This design comes from an exercise in tuning for small area and a short achievable clock period on the open sky130 flow, not from production work. RTL that was checked went through simulation tests only; none was proved equivalent to the original. Power figures rest on the tool's default switching activity, not on a simulated workload.

==> flow/design.v (excerpt) <==
module ACC_CPU_32BITS(
	input button_clock_in,
	input [16:0] Input,
	output wire [0:27] Output7Segments,
	input clock,
	output wire WaitingInput,
	input reset_in,
	output wire Negative,
	output wire [0:20] OutputPC,
	output wire [14:0] mem_addr,
	output wire [31:0] mem_wdata,
	output wire mem_we,
	input [31:0] mem_rdata
	);
Size in the first run: roughly 4900 cells after synthesis, ~490 flip-flops, about 150 I/O pins.
Settings: LEC_CHECK=0, CAP_MARGIN=20, CORE_MARGIN=2, CORE_UTILIZATION=40, SLEW_MARGIN=20, SYNTH_HIERARCHICAL=1, SYNTH_MINIMUM_KEEP_SIZE=0; clock period 105.0 ns.
run.sh (not shown) runs the stock make flow with config.mk's settings and CLKGATE_MAP_FILE= SYNTH_SCRIPT=/design/flow/synth_recipe.tcl, a recipe that flattens the netlist after the stock synthesis.
Edit:
--- a/flow/design.v
+++ b/flow/design.v
@@ -124,61 +124,48 @@
 		else if (cASR3) defA = {31'd0, SR[3]};
 		else defA = Acc;
 		if (cBZ) defB = 32'd0;
 		else if (cBM) defB = MDR;
 		else if (cBI) defB = Imm;
 		else defB = 32'd1;
 	end
 	wire jmp = S3 & (op == 6'd35);
 	wire rti = S3 & (op == 6'd56);
 	wire wdY = (op == 6'd31), wdSR = (op == 6'd29), wdSPC = (op == 6'd32), wdPC = (op == 6'd34);
 	wire wdAcc = ~(wdY | wdSR | wdSPC | wdPC);
 	wire aPC  = (S1 & ~pre) | (S3 & cBR) | (S2 & wdPC);
-	wire oup  = S3 & (op == 6'd59);
-	wire aSP  = (S3 & ~cBR & ~jmp & ~rti & ~oup) | S4;
+	wire aSP  = (S3 & ~cBR & ~jmp & ~rti) | S4;
 	wire aSPC = rti | (S2 & wdSPC);
 	wire aSR  = S2 & wdSR;
-	wire aY   = (S2 & wdY) | oup;
+	wire aY   = S2 & wdY;
 	wire aAcc = S2 & wdAcc;
 	wire [31:0] addA = S0 ? defA :
 		(({32{aPC}} & PC) | ({32{aSP}} & SP) | ({32{aSPC}} & sPC) |
 		 ({32{aSR}} & SR) | ({32{aY}} & Y) | ({32{aAcc}} & Acc));
 	wire [31:0] addB = S0 ? defB : (((S3 & (cBR | jmp)) | S5) ? Imm :
 		((S1 & pre) ? 32'd198 : ((S2 | rti) ? 32'd0 : 32'd1)));
-	wire addSub = S0 ? cSUB : (aSP & S3) | oup;     
+	wire addSub = S0 ? cSUB : aSP & S3;
 	wire [31:0] sum = rca32(addA, addB ^ {32{addSub}}, addSub);
 	reg [31:0] R;
 	always @(*) begin
 		if (cAND) R = Acc & defB;
 		else if (cOR) R = Acc | defB;
 		else if (cXOR) R = Acc ^ defB;
 		else R = sum;
 	end
 	wire [31:0] shOne = (IR[25:5] == 21'd0) ? (32'd1 << IR[4:0]) : 32'd0;
 	wire [31:0] mulB = (op == 6'd3 || op == 6'd13) ? shOne : Imm;
 	wire [10:0] chunk = S0 ? {1'b0, MDR[31:22]} : (S1 ? MDR[21:11] : MDR[10:0]);
 	wire [31:0] mulA = mshr ? rev32(Acc) : Acc;
-	reg [31:0] T, ms, mc, mr, mn;
-	integer mi;
-	always @(*) begin
-		ms = {P, 11'd0};
-		mc = 32'd0;
-		for (mi = 0; mi < 11; mi = mi + 1) begin
-			mr = chunk[mi] ? (mulA << mi) : 32'd0;
-			mn = ms ^ mc ^ mr;
-			mc = ((ms & mc) | (ms & mr) | (mc & mr)) << 1;
-			ms = mn;
-		end
-		T = ms + mc;
-	end
+	wire [31:0] T = {P, 11'd0} + mulA * chunk;
 	wire [31:0] Tfin = mshr ? rev32(T) : T;
 	wire mfin = mact & S2;
 	reg [31:0] Acc_n, X_n, Y_n, SP_n, SR_n, Aux_n, PCo_n, sPC_n;
 	reg [14:0] Base_n;
 	reg BaseHi_n;
 	always @(*) begin
 		Acc_n = Acc; X_n = X; Y_n = Y; SP_n = SP; SR_n = SR; Aux_n = Aux;
 		PCo_n = PC; sPC_n = sPC; Base_n = Base; BaseHi_n = BaseHi;
 		if (exe) begin
 			if (cDACC) Acc_n = R;
 			if (cDX) X_n = sum;
 			if (cDY) Y_n = sum;
@@ -230,25 +217,25 @@
 			slP = Base_n;
 			slQ = (nst == 3'd0 || nst == 3'd1) ? PCo_n[14:0] : SP_n[14:0];
 		end
 	end
 	wire [14:0] slowSum = slP + slQ;
 	wire [14:0] RA_d;
 	RaNext ran(.pm(PM), .mem(Mem[14:0]), .slow(slowSum), .fast(fastSel), .rst(rr[21]), .d(RA_d));
 	wire [31:0] MDR_n = (mact & (S0 | S1)) ? MDR : ((S3 & cMULC & ~cBM) ? mulB : Mem);
 	wire [31:0] WD_n = S2 ? ((mfin & wdAcc) ? Tfin : sum) : WD;
 	wire WE_n = ((nst == 3'd3) & ((op == 6'd17) | (op == 6'd31))) |
 	            ((nst == 3'd4) & cPUSH);
 	wire WI_n = (nst == 3'd3) & (op == 6'd60);
-	wire [15:0] outv = Y[31] ? ~sum[15:0] : Y[15:0];
+	wire [15:0] outv = Y[31] ? (16'd0 - Y[15:0]) : Y[15:0];
 	always @(posedge clock) begin
 		MDR <= MDR_n;
 		P <= S3 ? 21'd0 : T[20:0];
 		IR <= IR_n;       
 		WD <= WD_n;
 	end
 	always @(posedge clock) begin
 		if (rr[0]) begin
 			st <= 3'd0;
 			pend <= 1'b0;
 			mact <= 1'b0;
 			mshr <= 1'b0;
The changed run finished with timing, DRC and antenna clean.
Power decreases by about 10%.
Design area increases by 2.3%.
Synthesized cell count increases by about 3.6%.
Synthesized area increases by about 2.3%.
Utilization hardly moves.
Global-route usage increases by 0.48 points.
Non-clock buffer count increases by 2.
Fmax increases by about 1.1%.
Only the layout flow was run in the second run of this note; the RTL was not checked for function there.

[what the ideal ports hide]
No port has a modelled driver above. Below, the same layouts with a new extraction and two added sets of constraints.
Step 1 assumes that a clkbuf_16 drives the clock port and a buf_2 every other input.
Step 2 adds t to the input delays and takes it off the output delays; t is the mean of the earliest and latest rising clock arrival at the registers after step 1. Input paths then give back, and output paths get back, about the clock's delay inside the block.
Three values: ideal ports, drivers, drivers and shift; two values: the first two.
run	t (ns)	setup slack, ns	worst setup path after step 2	worst slew at a driven data input, ns
the first run	0.732	82.002 / 82.054 / 81.323	input to register	0.10
the second run	0.727	82.255 / 82.186 / 81.578	input to register	0.06
After both steps setup and hold are still met in every run listed. The setup slack of the first run, which loses most, moves by +0.052 ns with the drivers and by -0.679 ns with both steps.
